Background: an optimization exercise with open tools, aiming at a short achievable clock period. Do not read the settings as production practice.
RTL that was checked went through simulation tests only; none was proved equivalent to the original.
Power is estimated from default activity; no workload was simulated.

## v6
// new_component
module new_component (
		input  wire [7:0]  	s0_address,     
		input  wire        	s0_read,        
		output reg  [31:0] 	s0_readdata,    
		input  wire        	s0_write,       
		input  wire [31:0] 	s0_writedata,   
		input  wire        	clk,          	 
		input  wire        	reset,			 
		output wire	[7:0]		led				 
	);
clock: 3.2 ns
lec_check: 0
cap_margin: 20
core_margin: 2
core_utilization: 40
setup_slack_margin: 1.6
slew_margin: 20
tns_end_percent: 10
standard.sh (not shown) runs the stock make flow with config.mk's settings and CLKGATE_MAP_FILE= SYNTH_SCRIPT=/design/flow/synth_recipe.tcl, a recipe that flattens the netlist after the stock synthesis.
==> flow/flow/run.sh <==
#!/bin/bash
# Own flow: the standard layout (standard.sh), with
#  - the synthesis script swapped for flow/my_synth.tcl (standard synthesis, but no adder
#    extraction and a delay-oriented ABC mapping script, flow/abc.script);
#  - ports buffered with buf_4 instead of the smallest buffer, and repair allowed to change a
#    cell's footprint when it resizes.
set -euo pipefail
W=$PWD
export FLOW_SYNTH_TCL=$W/synth_recipe.tcl
export ABC_SCRIPT_OVERRIDE=$W/flow/abc.script
sed "s|SYNTH_SCRIPT=[^ ]*|SYNTH_SCRIPT=$W/flow/my_synth.tcl|" standard.sh > my_standard.sh
grep -q "SYNTH_SCRIPT=$W/flow/my_synth.tcl" my_standard.sh
bash my_standard.sh "BUFFER_PORTS_ARGS=-buffer_cell sky130_fd_sc_hd__buf_4" MATCH_CELL_FOOTPRINT=0 finish > $W/make_finish.log 2>&1
==> flow/flow/abc.script <==
strash
&get -n
&st
&syn2
&if -g -K 6
&synch2
&put
dch
map
buffer -c
topo
stime -c
upsize -c
dnsize -c
==> flow/flow/my_synth.tcl <==
# The standard synthesis (synth_recipe.tcl), with two changes to the mapping of the logic
# between the registers: Yosys's adder extraction is skipped, so ABC sees every gate, and the
# final ABC run uses the script in ABC_SCRIPT_OVERRIDE. Registers are mapped as in the
# standard synthesis.
proc extract_fa {args} { puts "extract_fa skipped" }
proc abc {args} {
  set i [lsearch -exact $args -script]
  if { $i >= 0 } { lset args [expr { $i + 1 }] $::env(ABC_SCRIPT_OVERRIDE) }
  yosys abc {*}$args
}
source $::env(FLOW_SYNTH_TCL)
v6 went all the way through synthesis, placement and routing and the layout is clean on timing, DRC and antenna.
Relative to v6, the following input files were edited for v7:
==> flow/flow/abc.script <==
strash
dch
map
buffer -c
topo
stime -c
upsize -c
dnsize -c
==> notes.md <==
Compared to v6, the routing of v7 uses more wire.
For global-route total usage across every layer, v7 and v6 come out practically identical.
v7 vs. v6: growth of design area from synthesis to finish went up by 8.1 points.
Compared with v6, v7 shows leakage power total higher by 2.7%.
Taking v6 as the reference, in v7 non-clock buffer count moved up; worst reg2reg path depth now larger.
Count of filler cells inserted in the layout, v6 and v7: higher on v6
From v6 to v7 the numbers moved as follows: standard cell core area fell by 720 sq um; worst-case setup margin in the final layout increased by 0.0087 ns relative to the old numbers.
On number of buffers inserted by post-CTS setup repair, the higher figure sits with v7, not v6.
Met2 routing resource usage after global routing: lower on v6
Function was not checked in any run of this note: the RTL went through the layout flow alone.

========
The RTL this note starts from:
==> flow/design.v <==
`timescale 1 ps / 1 ps
module new_component (
		input  wire [7:0]  	s0_address,     
		input  wire        	s0_read,        
		output reg  [31:0] 	s0_readdata,    
		input  wire        	s0_write,       
		input  wire [31:0] 	s0_writedata,   
		input  wire        	clk,          	 
		input  wire        	reset,			 
		output wire	[7:0]		led				 
	);
	reg [31:0] count;
	reg [31:0] duty;
	reg [31:0] period;
	reg        wrap;	 
	reg        le;		 
	wire [31:0] wd  = s0_writedata;
	wire        wr0 = s0_write && s0_address == 8'h00;
	wire        wr1 = s0_write && s0_address == 8'h01;
	wire        wr2 = s0_write && s0_address == 8'h02;
	function inc_eq;
		input [31:0] a;
		input [31:0] b;
		reg   [32:0] d;
		reg          ok;
		integer      i;
		begin
			d  = {1'b0, a ^ b};
			ok = d[0];
			for (i = 0; i < 32; i = i + 1)
				ok = ok & (~d[i+1] | d[i]) & (~d[i] | (a[i] == d[i+1]));
			inc_eq = ok;
		end
	endfunction
	wire wd_ge_p  = wd >= period;
	wire wd_le_d  = wd <= duty;
	wire c_ge_wd  = count >= wd;
	wire wd_zero  = wd == 32'd0;
	wire c1_eq_wd = inc_eq(count, wd);
	wire c1_eq_p  = inc_eq(count, period);
	wire p_zero   = period == 32'd0;
	wire c_ne_d   = count != duty;
	always @(posedge clk)
	begin
		case(s0_address)
			8'h00   : s0_readdata <= period;
			8'h01   : s0_readdata <= duty;
			8'h02   : s0_readdata <= count;
			default : s0_readdata <= 0;
		endcase
	end
	always @(posedge clk)
	begin
		if(reset)
		begin
			duty   <= 0;
			period <= 0;
		end
		else
		begin
			if(wr0) period <= wd;
			if(wr1) duty   <= wd;
		end
	end
	always @(posedge clk)
	begin
		if(reset)
		begin
			count <= 0;
			wrap  <= 1'b1;
			le    <= 1'b1;
		end
		else
		begin
			if(wr2)
				count <= wd;
			else if(wrap)
				count <= 0;
			else
				count <= count + 32'd1;
			if(wr2)
				wrap <= wd_ge_p;
			else if(wr0)
				wrap <= wrap ? wd_zero : (c_ge_wd | c1_eq_wd);
			else
				wrap <= wrap ? p_zero : c1_eq_p;
			if(wr2)
				le <= wd_le_d;
			else if(wr1)
				le <= wrap | ~c_ge_wd;
			else
				le <= wrap | (le & c_ne_d);
		end
	end
	assign led = {8{le}};
endmodule
Settings: LEC_CHECK=0, CAP_MARGIN=20, CORE_MARGIN=2, CORE_UTILIZATION=40, SLEW_MARGIN=20; clock period 3.2 ns.
run.sh (not shown) runs the stock make flow with config.mk's settings and CLKGATE_MAP_FILE= SYNTH_SCRIPT=/design/flow/synth_recipe.tcl, a recipe that flattens the netlist after the stock synthesis.
Stock flow here: none of the scripts above is used.
Rerun with:
ABC_CLOCK_PERIOD_IN_PS = 1000   (was default)
SETUP_SLACK_MARGIN = 2.2   (was default)
Result: Fmax went up by about 24%; total power grows by 4.1%; global-route usage grows by 3.7 points; via count climbs by about 9%; area after synthesis does not change; final area goes up by about 24%; critical path depth goes down by 1; wire length rose by about 22%; combinational power is higher by about 30%; count of clock-buffer cells in the layout does not change; final cell count came out higher by 4.1%.

========
new_component, a different RTL version from the one above (not shown whole).
Size in the first run: ~1700 cells after synthesis, roughly 210 flip-flops, ~84 I/O pins, roughly 11000 sq um of cells after synthesis.
export LEC_CHECK = 0
export CAP_MARGIN = 20
export CORE_MARGIN = 2
export CORE_UTILIZATION = 40
export SETUP_SLACK_MARGIN = 1.6
export SLEW_MARGIN = 20
export TNS_END_PERCENT = 10
create_clock -name core_clock -period 3.2 [get_ports {clk}]
standard.sh (not shown) runs the stock make flow with config.mk's settings and CLKGATE_MAP_FILE= SYNTH_SCRIPT=/design/flow/synth_recipe.tcl, a recipe that flattens the netlist after the stock synthesis.
==> flow/flow/abc.script <==
strash
&get -n
&st
&syn2
&if -g -K 6
&synch2
&put
dch
map
buffer -c
topo
stime -c
upsize -c
dnsize -c
Scripts as last shown in full above: flow/flow/run.sh, flow/flow/my_synth.tcl
Then changed:
==> flow/flow/abc.script (replaced) <==
strash
dch
map
buffer -c
topo
stime -c
upsize -c
dnsize -c
Non-clock buffer count fell by 27.
Power fell by a few percent.
Clock power fell by a few percent.
Clock skew fell by 0.0081 ns.
Function was not checked in any run of this note: the RTL went through the layout flow alone.

========
== run A ==
new_component, a different RTL version from the one above (not shown whole).
Size in the first run: roughly 1800 cells after synthesis, ~230 flip-flops, about 84 I/O pins, ~13000 um^2 of cells after synthesis.
Settings: LEC_CHECK=0, CAP_MARGIN=20, CORE_MARGIN=2, CORE_UTILIZATION=40, SETUP_SLACK_MARGIN=1.9, SLEW_MARGIN=20, TNS_END_PERCENT=20; clock period 3.2 ns.
==> flow/flow/abc.script <==
strash
dch
map
buffer -c
topo
stime -c
upsize -c
dnsize -c
Scripts as last shown in full above: flow/flow/run.sh, flow/flow/my_synth.tcl
Looking at the reports, run A completed the entire flow and the layout it produced met the timing, DRC and antenna checks.
Setup changes, run A to run B
Settings: setting PLACE_DENSITY to 0.85 for the first time; changing TNS_END_PERCENT from 20 to 10; changing SETUP_SLACK_MARGIN from 1.9 to 1.6.
### Flow results
Going from run A to run B, static leakage has decreased, slew at the pin closest to its max-slew limit increased by 22 ps relative to the old numbers, met3 routing resource usage after global routing higher. Achievable clock frequency: lower on run B. Run B: final layout net count 2.5% below run A. For the clock share of power, run B came in 2.4 points lower than run A did. The final reports for run B and run A show data arrival time of the worst path lower in the former. Total global-route track usage, run A and run B: lower on run B. Compared with run A, run B shows highest net fanout along the worst path higher by 4. Cmp run A and run B / share of total power consumed by net switching / higher: run A.

========
build 50:
Starting RTL as in the previous note.
export LEC_CHECK = 0
export CAP_MARGIN = 20
export CORE_MARGIN = 2
export CORE_UTILIZATION = 40
export SETUP_SLACK_MARGIN = 1.3
export SLEW_MARGIN = 20
export TNS_END_PERCENT = 10
create_clock -name core_clock -period 3.2 [get_ports {clk}]
Scripts as last shown in full above: flow/flow/run.sh, flow/flow/abc.script, flow/flow/my_synth.tcl
The following lists how build 49 was set up differently from build 50:
--- a/flow/flow/abc.script
+++ b/flow/flow/abc.script
@@ -3 +3 @@
-map
+map -r
--- a/flow/config.mk
+++ b/flow/config.mk
@@ -11 +11 @@
-export SETUP_SLACK_MARGIN = 1.3
+export SETUP_SLACK_MARGIN = 1.6
### Flow results
Compared with build 50, placement density in the core of build 49 is lower. For build 50, the source of the critical timing path was pzb[1], unlike build 49, where it was count[28]. Wire length after detailed routing in build 49 is about 70% above build 50. Measured against each other, build 49 and build 50 differ in non-clock inverter instance count of the final layout, the lower figure coming from build 49. Synthesized area for build 49 is higher than for build 50. Of the two candidates, build 50 has the better post-DP HPWL and build 49 the worse one. In build 49, sequential share of layout area is lower than in build 50. Relative to build 50, number of iterations in the first detailed-routing pass increased by 1 in build 49. Build 50 → build 49: routed wirelength normalized by instance count now larger; number of well-tap cells placed shows an increase of 211; final area saw an increase; met2 track utilization from global routing shows an increase of 3.4 points.
Edits applied to the flow inputs when going from build 49 to build 79:
--- a/flow/flow/abc.script
+++ b/flow/flow/abc.script
@@ -3 +3 @@
-map -r
+map
--- a/flow/config.mk
+++ b/flow/config.mk
@@ -13 +13 @@
-export TNS_END_PERCENT = 10
+export TNS_END_PERCENT = 0
Notes after the runs:
- Build 79: full flow OK, the timing, DRC and antenna checks passed
- What build 49 reported for pin count of the biggest net entering global routing has to be multiplied by 0.46 to get the figure for build 79.
- Build 79 reports a lower total of plain and repair buffers excluding clock buffers than build 49 does.
- Build 79 vs build 49 — routed length on met2 dropped about 40%.
- Diff build 49 -> build 79 | number of non-filler instances in the completed layout | down by more than a quarter
- Gate count of the mapped netlist went down by more than a quarter going from build 49 to build 79.
- Summary of build 79 over build 49: per-cell routed wire length fell by 16%; final critical-path required period fell by 0.019 ns; number of non-clock inverters in the layout rose by 9.
Input-level comparison between build 21 and build 79:
--- a/flow/flow/abc.script
+++ b/flow/flow/abc.script
@@ -1,0 +2,6 @@
+&get -n
+&st
+&syn2
+&if -g -K 6
+&synch2
+&put
--- a/flow/config.mk
+++ b/flow/config.mk
@@ -13 +13 @@
-export TNS_END_PERCENT = 0
+export TNS_END_PERCENT = 10
- Row relative contribution of combinational cells to total power: build 21 higher / build 79 lower
- Final total power: build 21 vs build 79 down 0.00045 W
- Re flip-flop and latch share of the layout cell area: build 79 was higher than build 21.
- Against build 79, build 21 reports a worst setup slack that is lower.
- The final reports for build 21 and build 79 show total power divided by cell area lower in the former.
- Status: wire length of the first global-routing pass parity (build 79, build 21)
- The synthesized cell count of build 21 is lower than that of build 79.
diff inputs: build 21 => build 62
==> flow/flow/abc.script <==
strash
dch
map
buffer -c
topo
stime -c
upsize -c
dnsize -c
--- a/flow/config.mk
+++ b/flow/config.mk
@@ -10,2 +10,2 @@
-export CORE_UTILIZATION = 40
-export SETUP_SLACK_MARGIN = 1.6
+export CORE_UTILIZATION = 55
+export SETUP_SLACK_MARGIN = 1.5
@@ -13 +13 @@
-export TNS_END_PERCENT = 10
+export TNS_END_PERCENT = 5
Notes after the runs:
Compared with build 21, build 62 shows a higher register-to-register slack.
Critical path depth was lower in the run labelled build 21.
Build 62 reached the end of the flow, and the finished layout is clean on the timing, DRC and antenna checks.
Cell depth of the worst flop-to-flop path, build 62 and build 21: lower on build 62
Lower post-synthesis to final-layout area growth among build 62 and build 21: build 62
Final design utilization: build 62 vs build 21 up 19 points
Build 21 → build 62: design area now sits lower, detailed-routed wire length on met3 now sits higher, met2 wire length now sits higher, clock insertion delay at the later pin of the skew report now sits at about the same level.
Build 62 reports a higher overall via count from detail_route than build 21 does.
Build 62 vs build 21 — synthesized cell count rose 2.5%.
For build 73, these inputs were changed with respect to build 62:
--- a/flow/config.mk
+++ b/flow/config.mk
@@ -10,2 +10,2 @@
-export CORE_UTILIZATION = 55
-export SETUP_SLACK_MARGIN = 1.5
+export CORE_UTILIZATION = 40
+export SETUP_SLACK_MARGIN = 1.6
@@ -13 +13 @@
-export TNS_END_PERCENT = 5
+export TNS_END_PERCENT = 10
==> notes.md <==
The category of the most critical setup path comes out in2reg in one run and reg2reg in the other, namely in build 62 and build 73 respectively. [build 73] design area rose about 3.2% relative to build 62. Measured against build 73, the routed length per placed instance of build 62 comes out at 1.06 times the reference value. Side by side, non-filler instance count after layout turned out higher in build 73 than in build 62.

[afterwards: timing with drivers on the ports]
No port has a modelled driver above. Below, the same layouts with a new extraction and two added sets of constraints. Step 1 sets driving cells, clkbuf_16 on the clock port and buf_2 on the other inputs (assumed; they add their load-dependent delay and slew). Step 2 also shifts input and output timing later by t, the mid clock arrival at the registers, as if the neighbouring blocks saw the same clock. Slacks: no drivers / after step 1 / after step 2; pairs: no drivers / after step 1.
| run | t, ns | setup WS [ns] | worst slew at a driven data input, ns |
|---|---|---|---|
| v6 | 0.590 | 1.253 / 1.253 / 0.778 | 0.04 |
| v7 | 0.593 | 1.262 / 1.254 / 0.661 | 0.06 |
| the first run of note 2 | 0.480 | 0.226 / 0.252 / -0.228 | 0.03 |
| the second run of note 2 | 0.482 | 0.798 / 0.827 / 0.345 | 0.14 |
| the first run of note 3 | 0.573 | 1.059 / 1.048 / 0.475 | 0.08 |
| the second run of note 3 | 0.585 | 1.102 / 1.102 / 0.593 | 0.07 |
| run A | 0.603 | 1.276 / 1.276 / 0.755 | 0.05 |
| run B | 0.591 | 1.259 / 1.259 / 0.715 | 0.05 |
| build 50 | 0.593 | 1.198 / 1.198 / 0.725 | 0.04 |
| build 49 | 0.619 | 1.259 / 1.259 / 0.689 | 0.11 |
| build 79 | 0.587 | 1.277 / 1.277 / 0.755 | 0.04 |
| build 21 | 0.593 | 1.247 / 1.247 / 0.782 | 0.06 |
| build 62 | 0.589 | 1.307 / 1.327 / 0.739 | 0.05 |
| build 73 | 0.611 | 1.339 / 1.339 / 0.787 | 0.04 |
With both steps, setup timing fails in the first run of note 2, where it was met with ideal ports. For v7, which loses most, drivers alone change the setup slack by -0.008 ns; drivers and shift together by -0.601 ns.
